What follows belongs to an exercise in optimizing a design on an open flow for small area, a short achievable clock period and few clock cycles; a production flow would make more cautious choices.
Where RTL was checked, it was by simulation tests only, not by an equivalence proof against the original.
Function not checked in runs 1 to 4: the RTL went through the layout flow alone.
Power and IR drop assume default switching activity.

`flow/design.v`:
```
module ks_adder #(
  parameter W = 32
)(
  input  [W-1:0] a,
  input  [W-1:0] b,
  input          cin,
  output [W-1:0] sum,
  output         cout
);
  localparam L = $clog2(W);
  wire [W-1:0] p0 = a ^ b;
  wire [W-1:0] g0 = a & b;
  wire [W-1:0] gl [0:L];
  wire [W-1:0] pl [0:L];
  assign gl[0] = {g0[W-1:1], g0[0] | (p0[0] & cin)};
  assign pl[0] = p0;
  genvar l, i;
  generate
    for (l = 0; l < L; l = l + 1) begin : lvl
      for (i = 0; i < W; i = i + 1) begin : bit_
        if (i >= (1 << l)) begin : node
          assign gl[l+1][i] = gl[l][i] | (pl[l][i] & gl[l][i - (1 << l)]);
          assign pl[l+1][i] = pl[l][i] & pl[l][i - (1 << l)];
        end else begin : pass
          assign gl[l+1][i] = gl[l][i];
          assign pl[l+1][i] = pl[l][i];
        end
      end
    end
  endgenerate
  wire [W:0] c = {gl[L], cin};
  assign sum  = p0 ^ c[W-1:0];
  assign cout = c[W];
endmodule
module lt_tree #(
  parameter W = 32           
)(
  input  [W-1:0] lt_bit,     
  input  [W-1:0] eq_bit,     
  output         lt
);
  localparam L = $clog2(W);
  wire [W-1:0] g [0:L];
  wire [W-1:0] p [0:L];
  assign g[0] = lt_bit;
  assign p[0] = eq_bit;
  genvar l, i;
  generate
    for (l = 0; l < L; l = l + 1) begin : lvl
      for (i = 0; i < (W >> (l + 1)); i = i + 1) begin : node
        assign g[l+1][i] = g[l][2*i+1] | (p[l][2*i+1] & g[l][2*i]);
        assign p[l+1][i] = p[l][2*i+1] & p[l][2*i];
      end
      for (i = (W >> (l + 1)); i < W; i = i + 1) begin : unused
        assign g[l+1][i] = 1'b0;
        assign p[l+1][i] = 1'b0;
      end
    end
  endgenerate
  assign lt = g[L][0];
endmodule
module register_file (
  input         clk,
  input  [4:0]  raddr1,
  input  [4:0]  raddr2,
  input  [4:0]  waddr,
  input  [31:0] wdata,
  input         wen,
  output reg [31:0] rdata1,
  output reg [31:0] rdata2
);
  reg [31:0] regs [1:31];
  always @(posedge clk) begin
    if (wen) regs[waddr] <= wdata;
  end
  integer i;
  always @(*) begin
    rdata1 = 32'd0;
    rdata2 = 32'd0;
    for (i = 1; i < 32; i = i + 1) begin
      rdata1 = rdata1 | ({32{raddr1 == i}} & regs[i]);
      rdata2 = rdata2 | ({32{raddr2 == i}} & regs[i]);
    end
  end
endmodule
module simple_cpu
#(parameter DATA_WIDTH = 32)(
  input clk,
  input rstn,
  output [DATA_WIDTH-1:0] imem_addr,
  input  [DATA_WIDTH-1:0] imem_rdata,
  output [DATA_WIDTH-1:0] dmem_addr,
  output [DATA_WIDTH-1:0] dmem_wdata,
  output [3:0]            dmem_wstrb,
  output                  dmem_re,
  input  [DATA_WIDTH-1:0] dmem_rdata
);
wire [31:0] f_inst = imem_rdata;
wire [6:0]  f_op   = f_inst[6:0];
wire [4:0]  f_rd   = f_inst[11:7];
wire [4:0]  f_rs1  = f_inst[19:15];
wire [4:0]  f_rs2  = f_inst[24:20];
wire f_is_op     = (f_op == 7'b0110011);
wire f_is_opimm  = (f_op == 7'b0010011);
wire f_is_load   = (f_op == 7'b0000011);
wire f_is_store  = (f_op == 7'b0100011);
wire f_is_branch = (f_op == 7'b1100011);
wire f_is_jalr   = (f_op == 7'b1100111);
wire f_is_jal    = (f_op == 7'b1101111);
wire f_is_lui    = (f_op == 7'b0110111);
wire f_is_auipc  = (f_op == 7'b0010111);
wire f_wr = (f_is_op | f_is_opimm | f_is_load | f_is_jalr | f_is_jal | f_is_lui | f_is_auipc)
            & (f_rd != 5'd0);
wire [2:0] f_f3 = f_inst[14:12];
wire f_tk_always = f_is_jal | f_is_jalr;
wire f_tk_eq  = f_is_branch & (f_f3 == 3'b000);
wire f_tk_ne  = f_is_branch & (f_f3 == 3'b001);
wire f_tk_lt  = f_is_branch & (f_f3 == 3'b100);
wire f_tk_ge  = f_is_branch & (f_f3 == 3'b101);
wire f_tk_ltu = f_is_branch & (f_f3 == 3'b110);
wire f_tk_geu = f_is_branch & (f_f3 == 3'b111);
reg [31:0] f_imm;
always @(*) begin
  if (f_is_store)
    f_imm = {{20{f_inst[31]}}, f_inst[31:25], f_inst[11:7]};
  else if (f_is_branch)
    f_imm = {{20{f_inst[31]}}, f_inst[7], f_inst[30:25], f_inst[11:8], 1'b0};
  else if (f_is_jal)
    f_imm = {{12{f_inst[31]}}, f_inst[19:12], f_inst[20], f_inst[30:21], 1'b0};
  else if (f_is_lui | f_is_auipc)
    f_imm = {f_inst[31:12], 12'b0};
  else
    f_imm = {{20{f_inst[31]}}, f_inst[31:20]};
end
reg [31:0] pc;           
reg [31:0] imm;
reg [31:0] rv1, rv2;
reg [31:0] c_eq;         
reg [31:0] c_lt;         
reg        c_ltu31;      
reg [4:0]  rd;
reg [2:0]  funct3;
reg        f7b5;
reg        is_op, is_opimm, is_load, is_store, is_branch, is_jalr, is_jal, is_lui, is_auipc;
reg        wr;           
reg        tk_always, tk_eq, tk_ne, tk_lt, tk_ge, tk_ltu, tk_geu;
wire [31:0] wb_data;
wire [31:0] next_pc;
wire [31:0] rf_rd1, rf_rd2;
reg  [31:0] w_data;
reg  [4:0]  w_rd;
reg         w_wr;
always @(posedge clk) begin
  w_data <= wb_data;
  w_rd   <= rd;
  w_wr   <= wr & rstn;
end
register_file m_rf (
  .clk(clk),
  .raddr1(f_rs1), .raddr2(f_rs2),
  .waddr(w_rd), .wdata(w_data), .wen(w_wr),
  .rdata1(rf_rd1), .rdata2(rf_rd2)
);
wire x_hit1 = wr & (rd == f_rs1);
wire x_hit2 = wr & (rd == f_rs2);
wire w_hit1 = w_wr & (w_rd == f_rs1);
wire w_hit2 = w_wr & (w_rd == f_rs2);
wire [31:0] f_rv1 = x_hit1 ? wb_data : w_hit1 ? w_data : rf_rd1;
wire [31:0] f_rv2 = x_hit2 ? wb_data : w_hit2 ? w_data : rf_rd2;
always @(posedge clk) begin
  if (!rstn) begin
    pc        <= 32'hFFFF_FFFC;
    is_op     <= 1'b0;
    is_opimm  <= 1'b0;
    is_load   <= 1'b0;
    is_store  <= 1'b0;
    is_branch <= 1'b0;
    is_jalr   <= 1'b0;
    is_jal    <= 1'b0;
    is_lui    <= 1'b0;
    is_auipc  <= 1'b0;
    wr        <= 1'b0;
    tk_always <= 1'b0;
    tk_eq     <= 1'b0;
    tk_ne     <= 1'b0;
    tk_lt     <= 1'b0;
    tk_ge     <= 1'b0;
    tk_ltu    <= 1'b0;
    tk_geu    <= 1'b0;
  end else begin
    pc        <= next_pc;
    is_op     <= f_is_op;
    is_opimm  <= f_is_opimm;
    is_load   <= f_is_load;
    is_store  <= f_is_store;
    is_branch <= f_is_branch;
    is_jalr   <= f_is_jalr;
    is_jal    <= f_is_jal;
    is_lui    <= f_is_lui;
    is_auipc  <= f_is_auipc;
    wr        <= f_wr;
    tk_always <= f_tk_always;
    tk_eq     <= f_tk_eq;
    tk_ne     <= f_tk_ne;
    tk_lt     <= f_tk_lt;
    tk_ge     <= f_tk_ge;
    tk_ltu    <= f_tk_ltu;
    tk_geu    <= f_tk_geu;
  end
  imm    <= f_imm;
  rd     <= f_rd;
  funct3 <= f_inst[14:12];
  f7b5   <= f_inst[30];
  rv1    <= f_rv1;
  rv2    <= f_rv2;
  c_eq    <= ~(f_rv1 ^ f_rv2);
  c_lt    <= {f_rv1[31] & ~f_rv2[31], ~f_rv1[30:0] & f_rv2[30:0]};
  c_ltu31 <= ~f_rv1[31] & f_rv2[31];
end
assign imem_addr = next_pc;
wire [31:0] pc_plus4 = pc + 32'd4;
wire [31:0] pc_imm   = pc + imm;          
wire [31:0] agu;                          
wire        agu_co;
ks_adder #(.W(32)) m_agu (.a(rv1), .b(imm), .cin(1'b0), .sum(agu), .cout(agu_co));
wire lt_low;
lt_tree #(.W(32)) m_lt (.lt_bit({c_lt[30:0], 1'b0}), .eq_bit({c_eq[30:0], 1'b1}), .lt(lt_low));
wire br_eq  = &c_eq;
wire br_lt  = c_lt[31] | (c_eq[31] & lt_low);
wire br_ltu = c_ltu31  | (c_eq[31] & lt_low);
wire take = tk_always | (tk_eq & br_eq) | (tk_ne & ~br_eq) | (tk_lt & br_lt) |
            (tk_ge & ~br_lt) | (tk_ltu & br_ltu) | (tk_geu & ~br_ltu);
wire [31:0] target = is_jalr ? agu : pc_imm;
assign next_pc = take ? target : pc_plus4;
wire [31:0] op_b = is_op ? rv2 : imm;
wire        sub     = (is_op & f7b5 & (funct3 == 3'b000)) | (funct3[2:1] == 2'b01);
wire [32:0] sum     = {1'b0, rv1} + {1'b0, op_b ^ {32{sub}}} + {32'd0, sub};
wire        lt_u    = ~sum[32];
wire        lt_s    = (rv1[31] ^ op_b[31]) ? rv1[31] : sum[31];
wire [4:0]  shamt   = op_b[4:0];
wire        sh_left = (funct3 == 3'b001);
reg  [31:0] sh_in, sh_out;
integer k;
always @(*) begin
  for (k = 0; k < 32; k = k + 1) sh_in[k] = sh_left ? rv1[31-k] : rv1[k];
end
wire [63:0] sh_ext = {{32{f7b5 & rv1[31] & ~sh_left}}, sh_in};
wire [31:0] sh_r   = sh_ext >> shamt;
always @(*) begin
  for (k = 0; k < 32; k = k + 1) sh_out[k] = sh_left ? sh_r[31-k] : sh_r[k];
end
reg [31:0] alu_out;
always @(*) begin
  if (is_op & f7b5 & (funct3 != 3'b000) & (funct3 != 3'b101)) alu_out = 32'd0;
  else begin
    case (funct3)
      3'b000: alu_out = sum[31:0];
      3'b001: alu_out = sh_out;
      3'b010: alu_out = {31'd0, lt_s};
      3'b011: alu_out = {31'd0, lt_u};
      3'b100: alu_out = rv1 ^ op_b;
      3'b101: alu_out = sh_out;
      3'b110: alu_out = rv1 | op_b;
      default: alu_out = rv1 & op_b;
    endcase
  end
end
assign dmem_addr = agu;
assign dmem_re   = is_load;
reg [31:0] st_data;
reg [3:0]  st_strb;
always @(*) begin
  st_data = rv2;
  st_strb = 4'b0000;
  case (funct3[1:0])
    2'b00: begin st_data = {4{rv2[7:0]}};  st_strb = 4'b0001 << agu[1:0]; end
    2'b01: begin st_data = {2{rv2[15:0]}}; st_strb = agu[1] ? 4'b1100 : 4'b0011; end
    2'b10: begin st_data = rv2;            st_strb = 4'b1111; end
    default: ;
  endcase
end
assign dmem_wdata = st_data;
assign dmem_wstrb = is_store ? st_strb : 4'b0000;
wire [7:0]  ld_byte = agu[1] ? (agu[0] ? dmem_rdata[31:24] : dmem_rdata[23:16])
                             : (agu[0] ? dmem_rdata[15:8]  : dmem_rdata[7:0]);
wire [15:0] ld_half = agu[1] ? dmem_rdata[31:16] : dmem_rdata[15:0];
reg  [31:0] ld_data;
always @(*) begin
  case (funct3[1:0])
    2'b00:   ld_data = {{24{ld_byte[7]  & ~funct3[2]}}, ld_byte};
    2'b01:   ld_data = {{16{ld_half[15] & ~funct3[2]}}, ld_half};
    2'b10:   ld_data = dmem_rdata;
    default: ld_data = 32'd0;
  endcase
end
assign wb_data = is_load             ? ld_data  :
                 (is_jal | is_jalr)  ? pc_plus4 :
                 is_lui              ? imm      :
                 is_auipc            ? pc_imm   : alu_out;
endmodule
```
`flow/flow/run.sh`:
```
#!/bin/bash
# Own layout flow: the standard flow (standard.sh, standard synthesis and
# the standard floorplan, power grid, placement, CTS and routing), except that
# the ports are buffered with buf_2 cells instead of the slow delay cell that
# buffer_ports picks by default.
set -euo pipefail
export BUFFER_PORTS_ARGS="-buffer_cell sky130_fd_sc_hd__buf_2"
bash standard.sh > standard_flow.log 2>&1
```
`flow/standard.sh`:
```
#!/bin/bash
# synth_recipe.tcl (not shown) runs the flow's synth.tcl, then flattens the netlist and writes it again
# the make line also repeats each setting of config.mk as NAME=value (left out here)
make -C /OpenROAD-flow-scripts/flow DESIGN_CONFIG=/design/flow/config.mk WORK_HOME=/design/flow/orfs CLKGATE_MAP_FILE= SYNTH_SCRIPT=/design/flow/synth_recipe.tcl "${@:-finish}"
```
`flow/config.mk`:
```
export PLATFORM = sky130hd
export DESIGN_NAME = simple_cpu
export DESIGN_NICKNAME = simple_cpu
export VERILOG_FILES = /design/flow/design.v
export SDC_FILE = /design/flow/constraint.sdc
export NUM_CORES = 8
export LEC_CHECK = 0
export CAP_MARGIN = 20
export CORE_MARGIN = 2
export CORE_UTILIZATION = 40
export SETUP_SLACK_MARGIN = 4
export SLEW_MARGIN = 20
```
`flow/constraint.sdc`:
```
create_clock -name core_clock -period 10.0 [get_ports {clk}]
set_input_delay 2.0000 -clock core_clock [delete_from_list [all_inputs] [get_ports {clk}]]
set_output_delay 2.0000 -clock core_clock [all_outputs]
set_load 0.01 [all_outputs]
```
==> results_dict.tcl, run 1 <==
set metrics [dict create \
    drt_iter0_markers 11300 \
    grt_usage_pct 41.3 \
    gp_congestion 1.04 \
    fmax_mhz 165 \
    antenna_found_initial 29 \
    drc 0 \
    dieArea_sq_um 162000 \
    clk_path_buf_depth 3 \
    cts_sinks 1247 \
    ir_drop_mv 0.196 \
    first_pass_iters 14 \
    finalCriticalPeriod_ns 6.08 \
    fin_tns_setup_ns 0 \
    drive_above_1_share_pct 16.8 \
    fin_worst_hold_slack_ns 0.413 \
    syn2layout_area_growth_pct 16.0 \
    syn_nets 5925 \
    clk_latency_ns 0.81 \
    die_x_um 403 \
    skew_ns 0.0592 \
    leakage_uw 0.0262 \
    root_buffer "clkbuf_16" \
    ys_warn_count 4 \
    fin_crit_sh_pct 60.8 \
    finalSetupViolCount 0 \
    grt_overflow_total 0 \
    synth_edf_count 992 \
    pre_cts_ws_ns 3.51 \
    p_sw_share_pct 33.7 \
    grt_first_pass_wirelength_um 464000 \
    cts_htree_levels 4 \
    synth_cell_type_count 98 \
    synthCells 5665 \
    dp_hpwl_um 218000 \
    critical_path_required_ns 8.00 \
    path_max_fanout 3 \
    initial_core_util_pct 40.2 \
    tightest_slew_ns 1.17 \
    relSlewSlack_pct 21.9 \
    cts_tree "built" \
    power_density_nw_per_um2 211 \
    antenna_left 0 \
    rsz0062_at_grt "yes" \
    worstSetupStartpointType "flip-flop" \
    vias 59000 \
    p_switching_uw 5250 \
    setup_ws_ns 3.92 \
    seqPwrFrac_pct 41.5 \
    synth_ff_type "edfxtp_1" \
    fin_nets 6104 \
    slew_violations 0 \
    wl_per_cell_um 43.2 \
    yosysSeqAreaShare_pct 54.8 \
    grt_pass1_vias 55000 \
    wl_um 347000 \
    pin_count 167 \
    hold_path_class "flip-flop to flip-flop" \
    portBuffers 166 \
    syn_area_per_cell_sq_um 11.2 \
    arrival_ns 4.08 \
    grt_max_degree 82 \
    finalHoldViolCount 0 \
    synth-async-reset-ratio_pct 0 \
    synth-seq-cells 1247 \
    critPathKind "flip-flop to output pin" \
    die_h_um 403 \
    vias_per_cell 7.34 \
    status "complete, no violations" \
    end_kind "output pin" \
    cell_internal_pwr_uw 10300 \
    num_rows 146 \
    p_clk_share_pct 33.9 \
    cap_violations 0 \
    cts_buffers 134 \
    comb_power_share_pct 24.6 \
    cts_hold_buf 0 \
    core_sq_um 158000 \
    clk_pin_slew_ns 0.08 \
    syn-cell-area_sq_um 63700 \
]
==> routing by layer <==
metal  share of wire (%)  global-route usage (%)  vias up  wire length (um)
li1                    -                       -    22800                 -
met1                  33                    49.1    28300            116000
met2                  41                    60.2     6006            143000
met3                  15                    16.0     1871             52600
met4                  10                    31.6       34             34900
met5               0.097                   0.446        -               338
==> worst paths after layout <==
path,start,end,slack [ns],cells after the start
setup / recovery,imm[0]$_DFF_P_,imem_addr[30],3.92,13
hold / removal,rd[1]$_DFF_P_,w_rd[1]$_DFF_P_,0.41,0
setup reg to reg,is_op$_SDFF_PN0_,c_eq[15]$_DFF_P_,3.95,16
hold reg to reg,rd[1]$_DFF_P_,w_rd[1]$_DFF_P_,0.41,0
==> sequential cells by signal (all words and copies together) (netlist names), 3 cells and up <==
name,cells
imm,32
w_rd,5
pc,32
c_eq,32
rv2,32
m_rf.regs,992
c_lt,32
rv1,32
rd,5
w_data,32
funct3,3
==> final cells by class <==
type | count | area, sq um
Fill cell | 14400 | 84400
Sequential cell | 1247 | 35000
Multi-Input combinational cell | 3901 | 28200
Clock buffer | 178 | 3750
Timing Repair Buffer | 430 | 2870
Tap cell | 2072 | 2590
Clock inverter | 69 | 920
Inverter | 130 | 488
Antenna cell | 13 | 32.5
==> worst max-delay path: stages, from the launching register on <==
cell and delay [ns]:
dfxtp_4 0.37, ha_4 0.17, fa_2 0.39, a211oi_4 0.25, o21ai_2 0.13, a211o_4 0.39
a21oi_4 0.24, o21ai_4 0.11, a21bo_4 0.25, a311oi_4 0.33, xnor2_2 0.15, a21o_1 0.21
o21a_1 0.16, buf_2 0.14
==> metrics by stage <==
step / area, sq um / util (%) / std cells / total power [uW]
after floorplan: 63700 / - / 5665 / 8250
after global placement: 67900 / 42.9 / 7720 / 9930
after detailed placement: 67900 / 42.9 / 7720 / 9910
after CTS: 73400 / 46.4 / 8011 / 15200
after global routing: 73800 / 46.7 / 8027 / 15900
final: 73800 / 46.7 / 8040 / 15600
==> power by group through the flow <==
stage | sequential (uW) | clock [uW] | combinational [uW]
floorplan | 6320 | 0 | 1930
detailed placement | 6540 | 0 | 3370
global placement | 6530 | 0 | 3390
finish | 6460 | 5280 | 3820
global route | 6470 | 5480 | 3950
CTS | 6430 | 5270 | 3530
==> logic make-up (layout without fill, tap and decap cells) <==
| group | count (synthesis) | count (layout) | synth area share, % |
|---|---|---|---|
| AO/OA/AOI/OAI | 1937 | 1937 | 22.0 |
| XOR/XNOR | 156 | 156 | 2.15 |
| adder cells (fa/ha/maj) | 194 | 194 | 3.85 |
| buffers and inverters | 518 | 807 | 3.22 |
| flip-flops | 1247 | 1247 | 54.8 |
| multiplexers | 201 | 201 | 3.43 |
| other | 0 | 13 | 0 |
| AND/OR/NAND/NOR | 1412 | 1413 | 10.6 |
==> Yosys cell counts (35+ instances only) <==
cell | number | share of area [%]
a21o_1 | 84 | 0.99
a31oi_1 | 42 | 0.41
nand3_1 | 141 | 1.1
xor2_1 | 65 | 0.89
a22o_1 | 63 | 0.87
mux2_2 | 39 | 0.69
nand4_1 | 96 | 0.94
o211ai_1 | 50 | 0.59
inv_1 | 126 | 0.74
o21a_1 | 47 | 0.55
a222oi_1 | 61 | 0.96
nor3_1 | 77 | 0.61
nor2_1 | 332 | 2.0
mux2i_1 | 152 | 2.4
a211oi_1 | 58 | 0.68
and3_1 | 44 | 0.43
buf_1 | 68 | 0.40
clkbuf_1 | 282 | 1.7
nor4_1 | 51 | 0.50
nand2_1 | 469 | 2.8
xnor2_1 | 91 | 1.3
a221oi_1 | 73 | 1.0
a21oi_1 | 214 | 1.7
edfxtp_1 | 992 | 47
a22oi_1 | 825 | 9.7
ha_1 | 191 | 3.8
o21ai_0 | 204 | 1.6
or2_2 | 35 | 0.34
dfxtp_1 | 255 | 8.0
==> timing repair <==
| item | 4_1_cts | 5_1_grt |
|---|---|---|
| buffers inserted | 43 | 16 |
| gates cloned | 1 | 0 |
| gates resized for setup | 103 | 71 |
| setup endpoints to repair | 51 | 47 |
| pin swaps | 32 | 33 |
==> placed cells by master (no fill, tap or decap), types with 84 or more instances in the layout <==
cell type    n
buf_4      257
nand3_1    137
nand4_1     96
nand2_1    469
a22oi_1    825
a21oi_1    203
dfxtp_1    205
mux2i_1    141
nor2_4      94
ha_1       180
clkbuf_16  139
o21ai_0    194
edfxtp_1   992
a21o_1      84
nor2_1     235
inv_1      125
buf_2      165
==> inputs of run 2 (changes only) <==
--- a/flow/config.mk
+++ b/flow/config.mk
@@ -10,3 +10,3 @@
 export CORE_UTILIZATION = 40
-export SETUP_SLACK_MARGIN = 4
+export SETUP_SLACK_MARGIN = 5
 export SLEW_MARGIN = 20
==> run 2 against run 1 <==
Net effect: fmax is 0.13% higher; first-iteration DRC count is 1.1% higher; clock power is 4.4% lower; utilization is 1.2 points higher; final cell count is 0.91% higher; worst hold slack better by 0.0014 ns; critical endpoint unchanged.
==> results_dict.tcl, run 2 <==
set metrics [dict create \
    finalHoldViolCount 0 \
    status "complete, no violations" \
    rsz0062_at_grt "yes" \
    gp_congestion 1.06 \
    synth.area.mux_share_pct 3.43 \
    skew_ns 0.0551 \
    synth_ff_type "edfxtp_1" \
    timing.rr.start "is_op$_SDFF_PN0_" \
    dp_hpwl_um 204000 \
    grt_overflow_total 0 \
    multi_input_area_sq_um 29300 \
    cts_buffers 132 \
    initial_core_util_pct 40.2 \
    ir_drop_mv 0.205 \
    cts_sinks 1247 \
    setup.worst_path.start "imm[0]$_DFF_P_" \
    power_density_nw_per_um2 209 \
    synth_edf_count 992 \
    clk_latency_ns 0.81 \
    busiest_layer "met2" \
    timing.rr.end "c_eq[4]$_DFF_P_" \
    arrival_ns 4.07 \
    syn-cell-area_sq_um 63700 \
    ys_warn_count 4 \
    finalCriticalPeriod_ns 6.07 \
    final_common_cell "edfxtp_1" \
    synth_top_family_by_area "compound AO/OA/AOI/OAI gates" \
    first_pass_iters 13 \
    r2r_cells 16 \
    synth_compound_area_share_pct 22.0 \
    antenna_found_initial 19 \
    vias_per_cell 7.35 \
    slew_violations 0 \
    die_x_um 403 \
    synthCells 5665 \
    grt_first_pass_wirelength_um 452000 \
    seqCellArea_sq_um 35100 \
    die_h_um 403 \
    synthAdderAreaFrac_pct 3.85 \
    synth.top_cell.area_share_pct 46.8 \
    synth.area.top_cells "edfxtp_1, a22oi_1, dfxtp_1, ha_1, nand2_1" \
    syn2layout_area_growth_pct 18.9 \
    synth_simple_gate_area_share_pct 10.6 \
    critPathKind "flip-flop to output pin" \
    yosysSeqAreaShare_pct 54.8 \
    synth_cell_type_count 98 \
    critical_path_required_ns 8.00 \
    relSlewSlack_pct 16.2 \
    finalSetupViolCount 0 \
    fin_crit_sh_pct 60.7 \
    power_uw 15800 \
    path_max_fanout 3 \
    met2_usage_pct 57.8 \
    cts_tree "built" \
    drt_iter0_markers 11500 \
    vias 59600 \
    largest_reg_flops 992 \
    synth-seq-cells 1247 \
    end_kind "output pin" \
    syn_nets 5925 \
    clk_path_buf_depth 3 \
    synth-async-reset-ratio_pct 0 \
    tightest_slew_ns 1.24 \
    largest-register "m_rf.regs" \
    pin_count 167 \
    min_from "rd[1]$_DFF_P_" \
    grt_pass1_vias 54600 \
    fmax_mhz 165 \
    syn_area_per_cell_sq_um 11.2 \
    synth_xor_area_share_pct 2.15 \
    drive_above_1_share_pct 20.1 \
    r2r_slack_ns 4.97 \
    synth_most_common_cell "edfxtp_1" \
    dieArea_sq_um 162000 \
    cap_violations 0 \
    worstSetupStartpointType "flip-flop" \
    grtUsageMet3_pct 15.3 \
    hold_end "w_rd[1]$_DFF_P_" \
    grt_usage_pct 40.1 \
    final_cell_mix "edfxtp_1, a22oi_1, nand2_1, buf_4, nor2_1" \
    use_met1_pct 48.4 \
    yosys.area.top_type "edfxtp_1" \
    hold_path_class "flip-flop to flip-flop" \
    fin_tns_setup_ns 0 \
    wl_um 339000 \
    portBuffers 166 \
    cts_htree_levels 4 \
    clk_pin_slew_ns 0.06 \
    drc 0 \
    fill_cells 14300 \
    num_rows 146 \
    grt_max_degree 69 \
    fin_nets 6178 \
    core_sq_um 158000 \
    wl_per_cell_um 41.8 \
    whs_path_depth 0 \
    leakage_uw 0.0268 \
    synth_common_cells "edfxtp_1, a22oi_1, nand2_1" \
    root_buffer "clkbuf_16" \
    antenna_left 0 \
]
-- run 2: changes by cell type in the layout (fill, tap and decap cells not counted), moves of 12 or more --
| cell | change |
|---|---|
| xnor2_1 | -12 |
| ha_1 | -17 |
| a21oi_2 | +12 |
| dfxtp_1 | -18 |
| o21ai_2 | +16 |
| buf_4 | +27 |
| o21ai_0 | -18 |
| a21oi_1 | -17 |
| dfxtp_4 | +24 |
| buf_6 | +47 |
| mux2i_1 | -15 |
| ha_4 | +13 |
-- run 2: per-layer routing --
layer / share of wire, % / vias to the layer above
li1: - / 22900
met1: 34 / 28600
met2: 41 / 6218
met3: 16 / 1884
met4: 10 / 24
met5: 0.11 / -
-- run 2: logic make-up (layout without fill, tap and decap cells) --
family / after synthesis / in the layout
other: 0 / 16
buffers and inverters: 518 / 873
DFF: 1247 / 1247
muxes: 201 / 201
xor gates and xnor gates: 156 / 156
adders and majority gates: 194 / 194
AOI/OAI and AO/OA: 1937 / 1937
and+or+nand+nor: 1412 / 1417
-- run 2: what timing repair did --
item / CTS / global route
pin swaps: 83 / 88
hold buffers: 0 / 0
setup buffers: 91 / 57
cloned: 3 / 3
gates resized for setup: 322 / 151
endpoints found under the setup margin: 144 / 118
-- run 2: worst max-delay path, cell delays in order, from the launching register on --
cell	delay, ns
dfxtp_4	0.39
ha_4	0.18
fa_2	0.37
a211oi_4	0.24
o21ai_2	0.12
a211o_4	0.42
a21oi_4	0.19
o21ai_2	0.08
a21bo_2	0.23
a311oi_2	0.32
xnor2_2	0.17
a21o_1	0.23
o21a_1	0.22
buf_2	0.14
-- run 2: worst max path at each step --
stage | slack [ns] | end
3_5_place_dp | 3.52 | imem_addr[24]
5_1_grt | 3.92 | imem_addr[30]
6_report | 3.93 | imem_addr[30]
3_3_place_gp | 3.42 | imem_addr[24]
2_1_floorplan | 5.02 | imem_addr[30]
4_1_cts | 3.85 | imem_addr[30]
-- run 2: layout make-up --
class | count | share of cell area [%]
sequential | 1247 | 46.3
multi-input combinational | 3905 | 38.8
timing repair buffer | 502 | 4.94
clock buffer | 177 | 4.76
tap | 2072 | 3.43
clock inverter | 64 | 1.07
inverter | 130 | 0.645
antenna | 16 | 0.0529
-- run 2: per-stage QoR --
step | hold WS (ns) | instance area [sq um] | worst slack, ns | util (%) | instances
floorplan | 0.373 | 63700 | 5.02 | - | 5665
global placement | 0.397 | 67700 | 3.42 | 42.8 | 7700
detailed placement | 0.388 | 67700 | 3.52 | 42.8 | 7700
CTS | 0.407 | 74400 | 3.85 | 47.0 | 8035
global route | 0.418 | 75600 | 3.92 | 47.8 | 8097
finish | 0.414 | 75700 | 3.93 | 47.8 | 8113
-- run 2: power by group --
part           internal (uW)  total, uW  switching, uW
sequential              5990       6470            478
combinational           1630       4300           2670
clock                   2820       5050           2230
total                  10400      15800           5380
==> inputs of run 3 (changes only) <==
==> flow/run.sh (new file) <==
#!/bin/bash
# synth_recipe.tcl (not shown) runs the flow's synth.tcl, then flattens the netlist and writes it again
# the make line also repeats each setting of config.mk as NAME=value (left out here)
make -C /OpenROAD-flow-scripts/flow DESIGN_CONFIG=/design/flow/config.mk WORK_HOME=/design/flow/orfs CLKGATE_MAP_FILE= SYNTH_SCRIPT=/design/flow/synth_recipe.tcl finish
--- a/flow/config.mk
+++ b/flow/config.mk
@@ -10,3 +10,3 @@
 export CORE_UTILIZATION = 40
-export SETUP_SLACK_MARGIN = 5
+export SETUP_SLACK_MARGIN = 4
 export SLEW_MARGIN = 20
removed: flow/flow/run.sh
removed: flow/standard.sh
==> run 3 against run 2 <==
Net effect: worst hold slack gained 0.0083 ns; final cell count shrank 0.67%; flip-flop and latch count is the same; power shrank 1.0%; routed wire length grew 1.9%; utilization shrank 0.45 points; register-to-register slack lost 1.1 ns; largest cell class unchanged; largest power group unchanged.
==> results_dict.tcl, run 3 <==
set metrics [dict create \
    worstSetupStartpointType "flip-flop" \
    dieArea_sq_um 162000 \
    clk_latency_ns 0.79 \
    pin_count 167 \
    cts_buffers 133 \
    leakage_uw 0.0264 \
    synth_cell_type_count 98 \
    cts_htree_levels 4 \
    synthCells 5665 \
    core_sq_um 158000 \
    status "complete, no violations" \
    grt_overflow_total 0 \
    grt_pass1_vias 55600 \
    relSlewSlack_pct 14.8 \
    wl_per_cell_um 42.9 \
    seqPwrFrac_pct 41.2 \
    p_sw_share_pct 33.5 \
    critical_path_required_ns 10.67 \
    end_kind "flip-flop" \
    worstSetupEndpoint "c_eq[21]$_DFF_P_" \
    fin_nets 6118 \
    yosysSeqAreaShare_pct 54.8 \
    final_cell_mix "edfxtp_1, a22oi_1, nand2_1, buf_4, nor2_1" \
    drt_iter0_markers 12600 \
    seqCellArea_sq_um 35000 \
    tightest_slew_ns 1.27 \
    die_x_um 403 \
    synth_most_common_cell "edfxtp_1" \
    clk_path_buf_depth 3 \
    syn_area_per_cell_sq_um 11.2 \
    portBuffers 166 \
    vias 59700 \
    die_h_um 403 \
    syn2layout_area_growth_pct 17.7 \
    cap_violations 0 \
    cell_internal_pwr_uw 10400 \
    cts_sinks 1247 \
    grt_max_degree 86 \
    final_common_cell "edfxtp_1" \
    antenna_left 0 \
    critPathKind "flip-flop to flip-flop" \
    r2r_cells 15 \
    hold_path_class "flip-flop to flip-flop" \
    grt_usage_pct 41.2 \
    synth_ff_type "edfxtp_1" \
    drive_above_1_share_pct 14.9 \
    clk_pin_slew_ns 0.06 \
    final_core_util_pct 47.4 \
    synth_common_cells "edfxtp_1, a22oi_1, nand2_1" \
    syn_nets 5925 \
    slew_violations 0 \
    p_clk_share_pct 32.7 \
    fill_cells 14400 \
    finalSetupViolCount 0 \
    wl_um 346000 \
    dp_hpwl_um 214000 \
    setup.worst_path.start "is_op$_SDFF_PN0_" \
    first_pass_iters 13 \
    grt_first_pass_wirelength_um 463000 \
    vias_per_cell 7.40 \
    arrival_ns 6.78 \
    gp_congestion 1.12 \
    multi_input_area_sq_um 28500 \
    synth.top_cell.area_share_pct 46.8 \
    cts_hold_buf 0 \
    synth-seq-cells 1247 \
    synth_edf_count 992 \
    power_density_nw_per_um2 209 \
    finalHoldViolCount 0 \
    ir_drop_mv 0.178 \
    cts_tree "built" \
    largest_reg_flops 992 \
    largest-register "m_rf.regs" \
    r2r_slack_ns 3.89 \
    path_max_fanout 38 \
    initial_core_util_pct 40.2 \
    fin_worst_hold_slack_ns 0.423 \
    comb_power_share_pct 26.1 \
    antenna_found_initial 25 \
    drc 0 \
    timing.rr.start "is_op$_SDFF_PN0_" \
    timing.rr.end "c_eq[21]$_DFF_P_" \
    syn-cell-area_sq_um 63700 \
    num_rows 146 \
    root_buffer "clkbuf_16" \
    p_switching_uw 5240 \
    fin_crit_sh_pct 61.1 \
    yosys.area.top_type "edfxtp_1" \
    synth-async-reset-ratio_pct 0 \
    finalCriticalPeriod_ns 6.11 \
    synth.area.top_cells "edfxtp_1, a22oi_1, dfxtp_1, ha_1, nand2_1" \
    skew_ns 0.0331 \
    rsz0062_at_grt "yes" \
    ys_warn_count 4 \
    fmax_mhz 164 \
    fin_tns_setup_ns 0 \
]
==> run 3: cell counts after synthesis <==
No cell type changed its count.
==> run 3: area by class of cell <==
type | instances | area share [%]
Inverter | 130 | 0.654
Clock buffer | 172 | 4.82
Tap cell | 2072 | 3.46
Multi-Input combinational cell | 3902 | 38.0
Timing Repair Buffer | 444 | 5.18
Clock inverter | 71 | 1.13
Sequential cell | 1247 | 46.7
Antenna cell | 21 | 0.0701
==> run 3: worst min-delay path by stage <==
stage / from / cells after the start / end
6_report: rd[0]$_DFF_P_ / 0 / w_rd[0]$_DFF_P_
5_1_grt: rd[1]$_DFF_P_ / 0 / w_rd[1]$_DFF_P_
4_1_cts: rd[0]$_DFF_P_ / 0 / w_rd[0]$_DFF_P_
3_5_place_dp: rd[0]$_DFF_P_ / 0 / w_rd[0]$_DFF_P_
3_3_place_gp: rd[2]$_DFF_P_ / 0 / w_rd[2]$_DFF_P_
2_1_floorplan: rd[1]$_DFF_P_ / 0 / w_rd[1]$_DFF_P_
==> run 3: cells by family (layout without fill, tap and decap cells) <==
family | after synthesis | after routing | share of synthesized area (%)
flops | 1247 | 1247 | 54.8
xor+xnor | 156 | 156 | 2.15
compound gates | 1937 | 1937 | 22.0
simple gates | 1412 | 1414 | 10.6
other cells | 0 | 21 | 0
fa+ha+maj | 194 | 194 | 3.85
mux | 201 | 201 | 3.43
buf+inv | 518 | 817 | 3.22
==> run 3: stage by stage <==
stage	area, sq um	power [uW]	worst slack (ns)	cells
after floorplan	63700	8250	4.75	5665
after global placement	68800	10000	3.08	7725
after detailed placement	68800	10000	3.36	7725
after CTS	74200	15300	3.80	8008
after global routing	74900	16000	3.83	8039
final	75000	15700	3.89	8059
==> run 3: timing repair <==
action	4_1_cts	5_1_grt
cloned	2	0
setup buffers	38	29
resized for setup	212	119
pin swaps	37	53
endpoints found under the setup margin	56	67
==> run 3: power by group through the flow <==
stage | Combinational, uW | Sequential (uW) | Clock [uW]
floorplan | 1930 | 6320 | 0
finish | 4080 | 6450 | 5130
global placement | 3520 | 6510 | 0
CTS | 3730 | 6420 | 5110
global route | 4220 | 6460 | 5330
detailed placement | 3500 | 6520 | 0
==> run 3: metal layers <==
layer	wire [um]	GRT usage, %
met5	450	0.238
met4	35200	31.3
met3	55700	18.4
met2	139000	58.8
met1	115000	48.4
==> run 3: worst max-delay path, stage by stage, from the launching register on <==
cell and delay, ns:
dfxtp_2 0.31, buf_4 0.42, mux2i_4 0.30, buf_4 0.44, inv_4 0.34, a211oi_1 0.56, nor2_1 0.19, a21oi_1 0.31
a221oi_1 0.14, buf_4 0.22, o2111ai_1 0.54, nand4_1 0.52, a221o_1 0.53, a31oi_2 0.46, o21ai_0 0.24, ha_1 0.33
==> inputs of run 4 (changes only) <==
--- a/flow/design.v
+++ b/flow/design.v
@@ -100,4 +100,6 @@
 wire [4:0]  f_rd   = f_inst[11:7];
+wire [2:0]  f_f3   = f_inst[14:12];
 wire [4:0]  f_rs1  = f_inst[19:15];
 wire [4:0]  f_rs2  = f_inst[24:20];
+wire        f_f7b5 = f_inst[30];
 wire f_is_op     = (f_op == 7'b0110011);
@@ -113,3 +115,2 @@
             & (f_rd != 5'd0);
-wire [2:0] f_f3 = f_inst[14:12];
 wire f_tk_always = f_is_jal | f_is_jalr;
@@ -121,2 +122,13 @@
 wire f_tk_geu = f_is_branch & (f_f3 == 3'b111);
+wire f_alu    = f_is_opimm | (f_is_op & (~f_f7b5 | f_f3 == 3'b000 | f_f3 == 3'b101));
+wire f_r_add  = f_alu & (f_f3 == 3'b000);
+wire f_r_sh   = f_alu & (f_f3 == 3'b001 | f_f3 == 3'b101);
+wire f_r_slt  = f_alu & (f_f3 == 3'b010);
+wire f_r_sltu = f_alu & (f_f3 == 3'b011);
+wire f_r_xor  = f_alu & (f_f3 == 3'b100);
+wire f_r_or   = f_alu & (f_f3 == 3'b110);
+wire f_r_and  = f_alu & (f_f3 == 3'b111);
+wire f_sub    = (f_is_op & f_f7b5 & (f_f3 == 3'b000)) | (f_f3[2:1] == 2'b01);
+wire f_sh_l   = (f_f3 == 3'b001);
+wire f_sh_a   = f_f7b5;
 reg [31:0] f_imm;
@@ -136,3 +148,4 @@
 reg [31:0] imm;
-reg [31:0] rv1, rv2;
+reg [31:0] rv1, rv2;     
+reg [31:0] xa;           
 reg [31:0] c_eq;         
@@ -142,6 +155,7 @@
 reg [2:0]  funct3;
-reg        f7b5;
-reg        is_op, is_opimm, is_load, is_store, is_branch, is_jalr, is_jal, is_lui, is_auipc;
 reg        wr;           
+reg        is_op, is_load, is_store, is_jalr;
 reg        tk_always, tk_eq, tk_ne, tk_lt, tk_ge, tk_ltu, tk_geu;
+reg        r_add, r_sh, r_slt, r_sltu, r_xor, r_or, r_and, r_link, r_lui, r_auipc;
+reg        sub, sh_l, sh_a;
 wire [31:0] wb_data;
@@ -149,10 +163,2 @@
 wire [31:0] rf_rd1, rf_rd2;
-reg  [31:0] w_data;
-reg  [4:0]  w_rd;
-reg         w_wr;
-always @(posedge clk) begin
-  w_data <= wb_data;
-  w_rd   <= rd;
-  w_wr   <= wr & rstn;
-end
 register_file m_rf (
@@ -160,11 +166,7 @@
   .raddr1(f_rs1), .raddr2(f_rs2),
-  .waddr(w_rd), .wdata(w_data), .wen(w_wr),
+  .waddr(rd), .wdata(wb_data), .wen(wr),
   .rdata1(rf_rd1), .rdata2(rf_rd2)
 );
-wire x_hit1 = wr & (rd == f_rs1);
-wire x_hit2 = wr & (rd == f_rs2);
-wire w_hit1 = w_wr & (w_rd == f_rs1);
-wire w_hit2 = w_wr & (w_rd == f_rs2);
-wire [31:0] f_rv1 = x_hit1 ? wb_data : w_hit1 ? w_data : rf_rd1;
-wire [31:0] f_rv2 = x_hit2 ? wb_data : w_hit2 ? w_data : rf_rd2;
+wire [31:0] f_rv1 = (wr && rd == f_rs1) ? wb_data : rf_rd1;
+wire [31:0] f_rv2 = (wr && rd == f_rs2) ? wb_data : rf_rd2;
 always @(posedge clk) begin
@@ -172,12 +174,7 @@
     pc        <= 32'hFFFF_FFFC;
+    wr        <= 1'b0;
     is_op     <= 1'b0;
-    is_opimm  <= 1'b0;
     is_load   <= 1'b0;
     is_store  <= 1'b0;
-    is_branch <= 1'b0;
     is_jalr   <= 1'b0;
-    is_jal    <= 1'b0;
-    is_lui    <= 1'b0;
-    is_auipc  <= 1'b0;
-    wr        <= 1'b0;
     tk_always <= 1'b0;
@@ -191,12 +188,7 @@
     pc        <= next_pc;
+    wr        <= f_wr;
     is_op     <= f_is_op;
-    is_opimm  <= f_is_opimm;
     is_load   <= f_is_load;
     is_store  <= f_is_store;
-    is_branch <= f_is_branch;
     is_jalr   <= f_is_jalr;
-    is_jal    <= f_is_jal;
-    is_lui    <= f_is_lui;
-    is_auipc  <= f_is_auipc;
-    wr        <= f_wr;
     tk_always <= f_tk_always;
@@ -209,8 +201,21 @@
   end
-  imm    <= f_imm;
-  rd     <= f_rd;
-  funct3 <= f_inst[14:12];
-  f7b5   <= f_inst[30];
-  rv1    <= f_rv1;
-  rv2    <= f_rv2;
+  r_add   <= f_r_add;
+  r_sh    <= f_r_sh;
+  r_slt   <= f_r_slt;
+  r_sltu  <= f_r_sltu;
+  r_xor   <= f_r_xor;
+  r_or    <= f_r_or;
+  r_and   <= f_r_and;
+  r_link  <= f_is_jal | f_is_jalr;
+  r_lui   <= f_is_lui;
+  r_auipc <= f_is_auipc;
+  sub     <= f_sub;
+  sh_l    <= f_sh_l;
+  sh_a    <= f_sh_a;
+  imm     <= f_imm;
+  rd      <= f_rd;
+  funct3  <= f_f3;
+  rv1     <= f_rv1;
+  rv2     <= f_rv2;
+  xa      <= f_rv1;
   c_eq    <= ~(f_rv1 ^ f_rv2);
@@ -224,3 +229,3 @@
 wire        agu_co;
-ks_adder #(.W(32)) m_agu (.a(rv1), .b(imm), .cin(1'b0), .sum(agu), .cout(agu_co));
+ks_adder #(.W(32)) m_agu (.a(xa), .b(imm), .cin(1'b0), .sum(agu), .cout(agu_co));
 wire lt_low;
@@ -235,8 +240,6 @@
 wire [31:0] op_b = is_op ? rv2 : imm;
-wire        sub     = (is_op & f7b5 & (funct3 == 3'b000)) | (funct3[2:1] == 2'b01);
-wire [32:0] sum     = {1'b0, rv1} + {1'b0, op_b ^ {32{sub}}} + {32'd0, sub};
-wire        lt_u    = ~sum[32];
-wire        lt_s    = (rv1[31] ^ op_b[31]) ? rv1[31] : sum[31];
-wire [4:0]  shamt   = op_b[4:0];
-wire        sh_left = (funct3 == 3'b001);
+wire [32:0] sum  = {1'b0, rv1} + {1'b0, op_b ^ {32{sub}}} + {32'd0, sub};
+wire        lt_u = ~sum[32];
+wire        lt_s = (rv1[31] ^ op_b[31]) ? rv1[31] : sum[31];
+wire [4:0]  shamt = op_b[4:0];
 reg  [31:0] sh_in, sh_out;
@@ -244,25 +247,19 @@
 always @(*) begin
-  for (k = 0; k < 32; k = k + 1) sh_in[k] = sh_left ? rv1[31-k] : rv1[k];
-end
-wire [63:0] sh_ext = {{32{f7b5 & rv1[31] & ~sh_left}}, sh_in};
+  for (k = 0; k < 32; k = k + 1) sh_in[k] = sh_l ? rv1[31-k] : rv1[k];
+end
+wire [63:0] sh_ext = {{32{sh_a & rv1[31] & ~sh_l}}, sh_in};
 wire [31:0] sh_r   = sh_ext >> shamt;
 always @(*) begin
-  for (k = 0; k < 32; k = k + 1) sh_out[k] = sh_left ? sh_r[31-k] : sh_r[k];
-end
-reg [31:0] alu_out;
-always @(*) begin
-  if (is_op & f7b5 & (funct3 != 3'b000) & (funct3 != 3'b101)) alu_out = 32'd0;
-  else begin
-    case (funct3)
-      3'b000: alu_out = sum[31:0];
-      3'b001: alu_out = sh_out;
-      3'b010: alu_out = {31'd0, lt_s};
-      3'b011: alu_out = {31'd0, lt_u};
-      3'b100: alu_out = rv1 ^ op_b;
-      3'b101: alu_out = sh_out;
-      3'b110: alu_out = rv1 | op_b;
-      default: alu_out = rv1 & op_b;
-    endcase
-  end
-end
+  for (k = 0; k < 32; k = k + 1) sh_out[k] = sh_l ? sh_r[31-k] : sh_r[k];
+end
+wire [31:0] alu_out = ({32{r_add}}   & sum[31:0])
+                    | ({32{r_sh}}    & sh_out)
+                    | {31'd0, r_slt  & lt_s}
+                    | {31'd0, r_sltu & lt_u}
+                    | ({32{r_xor}}   & (rv1 ^ op_b))
+                    | ({32{r_or}}    & (rv1 | op_b))
+                    | ({32{r_and}}   & (rv1 & op_b))
+                    | ({32{r_link}}  & pc_plus4)
+                    | ({32{r_lui}}   & imm)
+                    | ({32{r_auipc}} & pc_imm);
 assign dmem_addr = agu;
@@ -295,6 +292,3 @@
 end
-assign wb_data = is_load             ? ld_data  :
-                 (is_jal | is_jalr)  ? pc_plus4 :
-                 is_lui              ? imm      :
-                 is_auipc            ? pc_imm   : alu_out;
-endmodule
+assign wb_data = is_load ? ld_data : alu_out;
+endmodule
==> flow/flow/run.sh (new file) <==
#!/bin/bash
# Own layout flow: the standard flow (standard.sh, standard synthesis and
# the standard floorplan, power grid, placement, CTS and routing), except that
# the ports are buffered with buf_2 cells instead of the slow delay cell that
# buffer_ports picks by default.
set -euo pipefail
export BUFFER_PORTS_ARGS="-buffer_cell sky130_fd_sc_hd__buf_2"
bash standard.sh > standard_flow.log 2>&1
==> flow/standard.sh (new file) <==
#!/bin/bash
# synth_recipe.tcl (not shown) runs the flow's synth.tcl, then flattens the netlist and writes it again
# the make line also repeats each setting of config.mk as NAME=value (left out here)
make -C /OpenROAD-flow-scripts/flow DESIGN_CONFIG=/design/flow/config.mk WORK_HOME=/design/flow/orfs CLKGATE_MAP_FILE= SYNTH_SCRIPT=/design/flow/synth_recipe.tcl "${@:-finish}"
--- a/flow/config.mk
+++ b/flow/config.mk
@@ -10,3 +10,3 @@
 export CORE_UTILIZATION = 40
-export SETUP_SLACK_MARGIN = 4
+export SETUP_SLACK_MARGIN = 5
 export SLEW_MARGIN = 20
removed: flow/run.sh
==> run 4 against run 3 <==
Net effect: routed wire length up 0.81%; still clean on timing, DRC and antenna; critical path type unchanged; clock skew grew 0.026 ns; die area fell by 2.6%; sequential power is 8.7% lower; final cell count decreased by 4.2%; worst hold slack improved by 0.22 ns; power shrank 1.3%; fmax rose by 3.4%; register-to-register slack improved by 0.20 ns; combinational power grew 7.4%; highest routed layer unchanged.
==> results_dict.tcl, run 4 <==
set metrics [dict create \
    status "complete, no violations" \
    rsz0062_at_grt "yes" \
    skew_ns 0.0587 \
    antenna_found_initial 21 \
    final_cells 7717 \
    slew_violations 0 \
    die_h_um 398 \
    antenna_left 0 \
    synth-async-reset-ratio_pct 0 \
    synth-seq-cells 1218 \
    final_core_util_pct 49.1 \
    synth_ff_type "edfxtp_1" \
    portBuffers 166 \
    routed.top_layer "met5" \
    leakage_uw 0.0262 \
    fill_cells 13500 \
    dp_hpwl_um 210000 \
    crit_slowest_cell "dfxtp_2" \
    wl_met1_um 112000 \
    wl_um 348000 \
    met3WireLength_um 53900 \
    synthCells 5198 \
    r2r_cells 34 \
    clk_path_buf_depth 3 \
    wl_per_cell_um 45.2 \
    final_common_cell "edfxtp_1" \
    synth_common_cells "edfxtp_1, a22oi_1, a221oi_1" \
    first_pass_iters 12 \
    cap_violations 0 \
    clk_latency_ns 0.82 \
    grt_pass1_vias 54400 \
    cts_tree "built" \
    syn2layout_area_growth_pct 21.9 \
    finalHoldViolCount 0 \
    drt_iter0_markers 11800 \
    fin_crit_sh_pct 59.1 \
    grt_max_degree 53 \
    largest-register "m_rf.regs" \
    place_inst 7244 \
    drc 0 \
    power_density_nw_per_um2 205 \
    syn-cell-area_sq_um 62000 \
    finalCriticalPeriod_ns 5.91 \
    grt_usage_pct 42.4 \
    hold_path_class "flip-flop to flip-flop" \
    drive_above_1_share_pct 24.4 \
    fin_nets 5808 \
    wl_met2_um 143000 \
    relSlewSlack_pct 12.2 \
    cts_hold_buf 0 \
    fmax_mhz 169 \
    gp_congestion 1.09 \
    dieArea_sq_um 158000 \
    cpPeakStageDelay_ns 0.52 \
    ys_warn_count 4 \
    cts_htree_levels 4 \
    grt_first_pass_wirelength_um 460000 \
    crit_top_cell "buf_4" \
    end_kind "flip-flop" \
    synth.top_cell.area_share_pct 48.1 \
    whs_path_depth 2 \
    largest_reg_flops 992 \
    pin_count 167 \
    critPathKind "flip-flop to flip-flop" \
    yosysSeqAreaShare_pct 55.4 \
    vias 58400 \
    grt_overflow_total 0 \
    worstSetupStartpointType "flip-flop" \
    ir_drop_mv 0.205 \
    synth_edf_count 992 \
    initial_core_util_pct 40.3 \
    yosys.area.top_type "edfxtp_1" \
    final_cell_mix "edfxtp_1, a22oi_1, buf_4, a221oi_1, a22o_1" \
    path_max_fanout 4 \
    synth_most_common_cell "edfxtp_1" \
    tightest_slew_ns 1.31 \
    synth_cell_type_count 93 \
    die_x_um 398 \
    arrival_ns 6.60 \
    syn_area_per_cell_sq_um 11.9 \
    vias_per_cell 7.56 \
    critical_path_required_ns 10.69 \
    syn_nets 5458 \
    root_buffer "clkbuf_16" \
    cts_buffers 131 \
    core_sq_um 154000 \
    cts_sinks 1218 \
    fin_tns_setup_ns 0 \
    fin_worst_hold_slack_ns 0.642 \
    finalSetupViolCount 0 \
    num_rows 144 \
    synth.area.top_cells "edfxtp_1, dfxtp_1, a221oi_1, a22oi_1, a22o_1" \
    clk_pin_slew_ns 0.07 \
]
## run 4: timing repair
item / CTS / global route
endpoints found under the setup margin: 767 / 428
setup buffers: 120 / 82
gates resized for setup: 430 / 204
pin swaps: 86 / 85
cloned: 8 / 4
## run 4: area by class of cell
type / count / area [sq um] / share of cell area (%)
flip-flops and latches: 1218 / 34500 / 45.6
multi-input cells: 3514 / 29000 / 38.3
repair buffers: 574 / 4520 / 5.98
clock buffers: 157 / 3470 / 4.59
well taps: 2044 / 2560 / 3.39
clock inverters: 83 / 1070 / 1.42
inverters: 104 / 417 / 0.552
diodes: 18 / 45.0 / 0.0596
repair inverters: 5 / 37.5 / 0.0497
## run 4: per-layer routing
| metal | global-route usage (%) | up-vias |
|---|---|---|
| met2 | 61.7 | 6045 |
| met1 | 48.5 | 28200 |
| met4 | 35.4 | 23 |
| met5 | 0.393 | - |
| met3 | 17.7 | 2105 |
| li1 | - | 22000 |
## run 4: cells by family after synthesis
group / after synthesis / share of synthesized area, %
flops: 1218 / 55.4
simple gates: 1147 / 9.11
fa+ha+maj: 194 / 3.95
compound gates: 1815 / 22.5
mux: 220 / 4.18
xor+xnor: 133 / 1.88
buf+inv: 471 / 2.99
## run 4: through the flow
stage	setup WS [ns]	power, uW	cell area (sq um)
after CTS	4.33	14900	73800
final	4.09	15400	75500
after global placement	3.35	9340	66300
after floorplan	5.01	7760	62000
after global routing	4.07	15700	75500
after detailed placement	3.43	9310	66300
## run 4: power by group
| part | total, uW | switching [uW] | internal, uW |
|---|---|---|---|
| sequential | 5890 | 265 | 5630 |
| combinational | 4380 | 2760 | 1610 |
| clock | 5180 | 2250 | 2940 |
## run 4: worst paths after layout
| kind | from | end | slack (ns) |
|---|---|---|---|
| worst max-delay path | imm[17]$_DFF_P_ | pc[28]$_SDFF_PN1_ | 4.09 |
| worst min-delay path | pc[0]$_SDFF_PN0_ | pc[0]$_SDFF_PN0_ | 0.64 |
| worst max register to register | imm[17]$_DFF_P_ | pc[28]$_SDFF_PN1_ | 4.09 |
| worst min register to register | pc[0]$_SDFF_PN0_ | pc[0]$_SDFF_PN0_ | 0.64 |
## run 4: worst max-delay path, delay by kind of cell (launching register included)
kind	cells	cell delay [ns]
adder cells (fa/ha/maj)	1	0.38
AND/OR/NAND/NOR	3	0.55
XOR/XNOR	1	0.16
buffers and inverters	24	3.07
flip-flops	1	0.52
AO/OA/AOI/OAI	5	1.14
==> inputs of run 5 (changes only) <==
--- a/flow/design.v
+++ b/flow/design.v
@@ -33,29 +33,2 @@
   assign cout = c[W];
-endmodule
-module lt_tree #(
-  parameter W = 32           
-)(
-  input  [W-1:0] lt_bit,     
-  input  [W-1:0] eq_bit,     
-  output         lt
-);
-  localparam L = $clog2(W);
-  wire [W-1:0] g [0:L];
-  wire [W-1:0] p [0:L];
-  assign g[0] = lt_bit;
-  assign p[0] = eq_bit;
-  genvar l, i;
-  generate
-    for (l = 0; l < L; l = l + 1) begin : lvl
-      for (i = 0; i < (W >> (l + 1)); i = i + 1) begin : node
-        assign g[l+1][i] = g[l][2*i+1] | (p[l][2*i+1] & g[l][2*i]);
-        assign p[l+1][i] = p[l][2*i+1] & p[l][2*i];
-      end
-      for (i = (W >> (l + 1)); i < W; i = i + 1) begin : unused
-        assign g[l+1][i] = 1'b0;
-        assign p[l+1][i] = 1'b0;
-      end
-    end
-  endgenerate
-  assign lt = g[L][0];
 endmodule
@@ -149,6 +122,3 @@
 reg [31:0] rv1, rv2;     
-reg [31:0] xa;           
-reg [31:0] c_eq;         
-reg [31:0] c_lt;         
-reg        c_ltu31;      
+reg [31:0] xa, xb;       
 reg [4:0]  rd;
@@ -220,5 +190,3 @@
   xa      <= f_rv1;
-  c_eq    <= ~(f_rv1 ^ f_rv2);
-  c_lt    <= {f_rv1[31] & ~f_rv2[31], ~f_rv1[30:0] & f_rv2[30:0]};
-  c_ltu31 <= ~f_rv1[31] & f_rv2[31];
+  xb      <= f_rv2;
 end
@@ -230,7 +198,8 @@
 ks_adder #(.W(32)) m_agu (.a(xa), .b(imm), .cin(1'b0), .sum(agu), .cout(agu_co));
-wire lt_low;
-lt_tree #(.W(32)) m_lt (.lt_bit({c_lt[30:0], 1'b0}), .eq_bit({c_eq[30:0], 1'b1}), .lt(lt_low));
-wire br_eq  = &c_eq;
-wire br_lt  = c_lt[31] | (c_eq[31] & lt_low);
-wire br_ltu = c_ltu31  | (c_eq[31] & lt_low);
+wire [31:0] br_diff;
+wire        br_co;
+ks_adder #(.W(32)) m_cmp (.a(xa), .b(~xb), .cin(1'b1), .sum(br_diff), .cout(br_co));
+wire br_eq  = (xa == xb);
+wire br_ltu = ~br_co;
+wire br_lt  = (xa[31] ^ xb[31]) ? xa[31] : br_ltu;
 wire take = tk_always | (tk_eq & br_eq) | (tk_ne & ~br_eq) | (tk_lt & br_lt) |
==> run 5 against run 4 <==
Net effect: cell area decreased by 4.8%; critical path depth decreased by 21; via count decreased by 2.8%; power decreased by 4.4%; utilization decreased by 1.2 points; clock-buffer cell count decreased by 6; register-to-register slack improved by 0.98 ns; still clean on timing, DRC and antenna; global-route usage decreased by 0.43 points; highest routed layer unchanged; worst hold slack got worse by 0.037 ns; sequential power decreased by 4.4%; synthesized area decreased by 2.2%; largest power group unchanged.
==> results_dict.tcl, run 5 <==
set metrics [dict create \
    rsz0062_at_grt "yes" \
    skew_ns 0.0986 \
    comb_power_share_pct 31.0 \
    synth_edf_count 992 \
    synth_cell_type_count 91 \
    drt_iter0_markers 11500 \
    fmax_mhz 163 \
    finalCriticalPeriod_ns 6.15 \
    vias_per_cell 7.54 \
    cell_internal_pwr_uw 9620 \
    synth.top_cell.area_share_pct 49.2 \
    initial_core_util_pct 40.4 \
    finalSetupViolCount 0 \
    clk_pin_slew_ns 0.06 \
    vias 56800 \
    grt_max_degree 57 \
    final_common_cell "edfxtp_1" \
    leakage_uw 0.0248 \
    finalHoldViolCount 0 \
    p_switching_uw 5160 \
    die_h_um 393 \
    critical_path_required_ns 8.00 \
    clk_latency_ns 0.79 \
    antenna_left 0 \
    cts_hold_buf 0 \
    die_x_um 393 \
    p_sw_share_pct 34.9 \
    yosysSeqAreaShare_pct 54.5 \
    hold_path_class "flip-flop to flip-flop" \
    p_clk_share_pct 30.9 \
    tightest_slew_ns 1.24 \
    syn-cell-area_sq_um 60600 \
    grt_usage_pct 42.0 \
    num_rows 142 \
    grt_overflow_total 0 \
    root_buffer "clkbuf_16" \
    clk_path_buf_depth 3 \
    syn_area_per_cell_sq_um 11.7 \
    status "complete, no violations" \
    dp_hpwl_um 204000 \
    synth.area.top_cells "edfxtp_1, a22oi_1, dfxtp_1, a221oi_1, ha_1" \
    fin_tns_setup_ns 0 \
    synth-async-reset-ratio_pct 0 \
    critPathKind "flip-flop to output pin" \
    cts_sinks 1153 \
    cts_tree "built" \
    final_cell_mix "edfxtp_1, a22oi_1, nand2_1, a221oi_1, buf_4" \
    worstSetupStartpointType "flip-flop" \
    pin_count 167 \
    core_sq_um 150000 \
    first_pass_iters 11 \
    ys_warn_count 3 \
    power_uw 14800 \
    synth_ff_type "edfxtp_1" \
    relSlewSlack_pct 17.1 \
    gp_congestion 1.07 \
    path_max_fanout 5 \
    seqPwrFrac_pct 38.1 \
    cts_buffers 115 \
    synth-seq-cells 1153 \
    slew_violations 0 \
    synthCells 5182 \
    fin_nets 5666 \
    antenna_found_initial 14 \
    largest-register "m_rf.regs" \
    wl_per_cell_um 44.3 \
    largest_reg_flops 992 \
    yosys.area.top_type "edfxtp_1" \
    fin_crit_sh_pct 61.5 \
    cap_violations 0 \
    syn2layout_area_growth_pct 18.7 \
    drc 0 \
    grt_pass1_vias 52700 \
    end_kind "output pin" \
    drive_above_1_share_pct 21.3 \
    arrival_ns 4.15 \
    portBuffers 166 \
    grt_first_pass_wirelength_um 444000 \
    cts_htree_levels 3 \
    power_density_nw_per_um2 205 \
    synth_most_common_cell "edfxtp_1" \
    ir_drop_mv 0.151 \
    dieArea_sq_um 155000 \
    synth_common_cells "edfxtp_1, a22oi_1, clkbuf_1" \
    syn_nets 5441 \
    fill_cells 13400 \
    wl_um 334000 \
]
==> run 5: changes by cell type after synthesis, sizes merged, moves of 27 or more <==
cell,before,now
a221oi,329,277
nor3,104,77
o21ai,171,142
a22o,292,254
a22oi,358,448
o21a,54,26
dfxtp,226,161
inv,101,141
nand2,272,301
==> run 5: cell families after synthesis <==
| logic type | after synthesis | share of synthesized area (%) |
|---|---|---|
| AO/OA/AOI/OAI | 1776 | 22.3 |
| XOR/XNOR | 137 | 1.98 |
| adder cells (fa/ha/maj) | 193 | 4.02 |
| buffers and inverters | 514 | 3.33 |
| flip-flops | 1153 | 54.5 |
| multiplexers | 216 | 4.16 |
| AND/OR/NAND/NOR | 1193 | 9.77 |
==> run 5: power groups by stage <==
stage	Combinational, uW	Sequential [uW]	Clock [uW]
2_1_floorplan	2110	5530	0
3_3_place_gp	3520	5730	0
3_5_place_dp	3510	5720	0
4_1_cts	4220	5600	4550
5_1_grt	4720	5620	4750
6_report	4580	5630	4570
==> run 5: repair_timing <==
item | 4_1_cts | 5_1_grt
endpoints found under the hold margin | 0 | 0
setup buffers | 89 | 21
setup endpoints to repair | 1045 | 499
resized for setup | 393 | 103
cloned | 14 | 5
pin swaps | 55 | 40
==> run 5: metrics by stage <==
| stage | cell area (sq um) | std cells | setup slack (ns) | util [%] | hold slack, ns |
|---|---|---|---|---|---|
| 2_1_floorplan | 60600 | 5182 | 5.00 | - | 0.544 |
| 3_3_place_gp | 64700 | 7176 | 3.35 | 43.1 | 0.585 |
| 4_1_cts | 71300 | 7497 | 3.93 | 47.5 | 0.612 |
| 5_1_grt | 71900 | 7524 | 3.84 | 47.9 | 0.628 |
| 3_5_place_dp | 64700 | 7176 | 3.38 | 43.1 | 0.590 |
| 6_report | 71900 | 7533 | 3.85 | 47.9 | 0.605 |
==> run 5: cell type report <==
class                           count  area [sq um]  share of cell area (%)
Tap cell                         2016          2520                    3.51
Clock inverter                     67           852                    1.18
Inverter                          142           579                   0.805
Sequential cell                  1153         33300                    46.2
Clock buffer                      151          3110                    4.33
Multi-Input combinational cell   3516         28000                    38.9
Antenna cell                        9          22.5                  0.0313
Timing Repair inverter             12          85.1                   0.118
Timing Repair Buffer              467          3550                    4.94
==> run 5: final timing paths <==
check        slack [ns]                  startpoint                    endpoint  cells past startpoint
max                3.85              xb[22]$_DFF_P_               imem_addr[31]                     13
min                0.60  m_rf.regs[5][23]$_DFFE_PP_              xa[23]$_DFF_P_                      2
max reg2reg        5.07            is_op$_SDFF_PN0_  m_rf.regs[1][29]$_DFFE_PP_                     13
min reg2reg        0.60  m_rf.regs[5][23]$_DFFE_PP_              xa[23]$_DFF_P_                      2
==> run 5: critical path, stage by stage, from the launching register on <==
cell and delay, ns:
dfxtp_4 0.40, inv_1 0.05, ha_1 0.31, nand4_1 0.17, or4_4 0.57, o31a_1 0.29, a2111o_1 0.31, and4b_2 0.33
nor2_4 0.05, buf_12 0.14, bufbuf_16 0.28, o211ai_1 0.13, o21ai_2 0.14, buf_2 0.18
==> run 5: layer usage <==
layer	share of wire (%)	vias to the layer above	global-route usage, %
li1	-	21500	-
met1	33	27300	50.3
met2	40	6053	59.7
met3	17	1859	17.0
met4	10	16	33.1
met5	0.065	-	0.128
Testbench counts of run 5, summed over its fixed seeds: cycles 1,946,880.
==> inputs of run 6 (changes only) <==
==> flow/flow/run.sh (replaced) <==
#!/bin/bash
# Own layout flow: the standard flow (standard.sh) with two changes:
# the ports are buffered with buf_2 cells instead of the slow delay cell that
# buffer_ports picks by default, and CTS inserts no dummy loads.
set -euo pipefail
export BUFFER_PORTS_ARGS="-buffer_cell sky130_fd_sc_hd__buf_2"
export CTS_ARGS="-sink_clustering_enable -repair_clock_nets -dont_use_dummy_load"
bash standard.sh > standard_flow.log 2>&1
==> run 6 against run 5 <==
Net effect: non-clock buffer count rose by 14; utilization fell by 0.63 points; sequential share of layout area rose by 0.62 points; flip-flop and latch count did not move; largest cell class unchanged; critical path type unchanged; worst setup slack got worse by 0.012 ns; synthesized area did not move.
==> results_dict.tcl, run 6 <==
set metrics [dict create \
    worstSetupStartpointType "flip-flop" \
    synth_most_common_cell "edfxtp_1" \
    final_cell_mix "edfxtp_1, a22oi_1, nand2_1, buf_4, a221oi_1" \
    arrival_ns 4.16 \
    grt_pass1_vias 52600 \
    dp_hpwl_um 204000 \
    power_density_nw_per_um2 197 \
    p_switching_uw 4920 \
    num_rows 142 \
    syn_area_per_cell_sq_um 11.7 \
    synth_cell_type_count 91 \
    critPathKind "flip-flop to output pin" \
    cap_violations 0 \
    hold_path_class "flip-flop to flip-flop" \
    min_from "m_rf.regs[5][23]$_DFFE_PP_" \
    r2r_slack_ns 5.00 \
    busiest_layer "met2" \
    fin_tns_setup_ns 0 \
    r2r_cells 14 \
    synthCells 5182 \
    first_pass_iters 12 \
    cts_tree "built" \
    root_buffer "clkbuf_16" \
    fmax_mhz 162 \
    grt_max_degree 57 \
    setup_ws_ns 3.84 \
    finalCriticalPeriod_ns 6.16 \
    dieArea_sq_um 155000 \
    end_kind "output pin" \
    clk_path_buf_depth 3 \
    p_clk_share_pct 26.7 \
    status "complete, no violations" \
    grtUsageMet3_pct 16.6 \
    vias 57000 \
    ys_warn_count 3 \
    path_max_fanout 5 \
    syn-cell-area_sq_um 60600 \
    timing.rr.start "is_op$_SDFF_PN0_" \
    cts_hold_buf 0 \
    critical_path_required_ns 8.00 \
    largest_reg_flops 992 \
    comb_power_share_pct 33.0 \
    cell_internal_pwr_uw 9050 \
    seqPwrFrac_pct 40.3 \
    syn2layout_area_growth_pct 17.2 \
    fin_crit_sh_pct 61.6 \
    largest-register "m_rf.regs" \
    slew_violations 0 \
    grt_first_pass_wirelength_um 444000 \
    rsz0062_at_grt "yes" \
    gp_congestion 1.07 \
    antenna_found_initial 19 \
    clk_latency_ns 0.79 \
    pre_cts_ws_ns 3.38 \
    skew_ns 0.153 \
    syn_nets 5441 \
    setup.worst_path.start "xb[21]$_DFF_P_" \
    synth-seq-cells 1153 \
    drive_above_1_share_pct 20.6 \
    pin_count 167 \
    portBuffers 166 \
    cts_htree_levels 3 \
    synth-async-reset-ratio_pct 0 \
    use_met1_pct 50.5 \
    initial_core_util_pct 40.4 \
    ir_drop_mv 0.145 \
    yosys.area.top_type "edfxtp_1" \
    cts_sinks 1153 \
    synth_edf_count 992 \
    synth_ff_type "edfxtp_1" \
    yosysSeqAreaShare_pct 54.5 \
]
## run 6: critical path, stage by stage, from the launching register on
cell and delay [ns]:
dfxtp_4 0.39, inv_1 0.09, ha_4 0.28, nand4_1 0.18
or4_4 0.58, o31a_1 0.30, a2111o_1 0.32, and4b_2 0.33
nor2_4 0.05, buf_12 0.15, bufbuf_16 0.28, o211ai_1 0.14
o21ai_2 0.15, buf_2 0.18
## run 6: cell type report
| cell class | instances | area, sq um | share of cell area [%] |
|---|---|---|---|
| antenna | 10 | 25.0 | 0.0352 |
| clock buffer | 115 | 2880 | 4.05 |
| inverter | 142 | 577 | 0.812 |
| multi-input combinational | 3516 | 28000 | 39.4 |
| sequential | 1153 | 33300 | 46.8 |
| tap | 2016 | 2520 | 3.55 |
| timing repair buffer | 481 | 3680 | 5.18 |
| timing repair inverter | 13 | 85.1 | 0.120 |
## run 6: layer usage
| layer | wire length [um] | part of all wire, % |
|---|---|---|
| met1 | 110000 | 33 |
| met2 | 135000 | 40 |
| met3 | 55200 | 17 |
| met4 | 34400 | 10 |
| met5 | 161 | 0.048 |
## run 6: worst max path at each step
stage	to	slack, ns	cells past startpoint
2_1_floorplan	imem_addr[30]	5.00	10
3_3_place_gp	m_rf.regs[14][30]$_DFFE_PP_	3.35	9
3_5_place_dp	m_rf.regs[14][30]$_DFFE_PP_	3.38	15
4_1_cts	imem_addr[30]	3.96	13
5_1_grt	imem_addr[31]	3.85	13
6_report	imem_addr[31]	3.84	13
## run 6: kinds of logic (layout without fill, tap and decap cells)
family                   Yosys count  after routing  share of synthesized area [%]
AO/OA/AOI/OAI                   1776           1777                           22.3
XOR/XNOR                         137            137                           1.98
adder cells (fa/ha/maj)          193            193                           4.02
buffers and inverters            514            751                           3.33
flip-flops                      1153           1153                           54.5
multiplexers                     216            216                           4.16
other                              0             10                              0
AND/OR/NAND/NOR                 1193           1193                           9.77
## run 6: what timing repair did
| item | in CTS | in global routing |
|---|---|---|
| gates resized for setup | 390 | 102 |
| endpoints found under the setup margin | 1002 | 552 |
| pin swaps | 57 | 47 |
| cloned | 14 | 6 |
| buffers inserted | 89 | 35 |
## run 6: power groups by stage
stage | registers, uW | clock network (uW) | logic, uW
final | 5630 | 3730 | 4620
after CTS | 5620 | 3700 | 4210
after global placement | 5730 | 0 | 3520
after floorplan | 5530 | 0 | 2110
after global routing | 5620 | 3880 | 4750
after detailed placement | 5720 | 0 | 3510
## run 6: through the flow
stage                     area (sq um)  power (uW)  utilization, %  hold WS (ns)  instances
after global placement           64700        9250            43.1         0.585       7176
after floorplan                  60600        7640               -         0.544       5182
after detailed placement         64700        9240            43.1         0.590       7176
final                            71000       14000            47.3         0.604       7446
after CTS                        70200       13500            46.8         0.586       7394
after global routing             71000       14300            47.3         0.605       7437

Check on run 6: ideal ports give 3.838 ns setup slack; a clkbuf_16 on the clock port and buf_2 on the inputs give 3.757 ns; moving port delays by the midpoint clock arrival (0.798 ns) as well gives 4.124 ns.
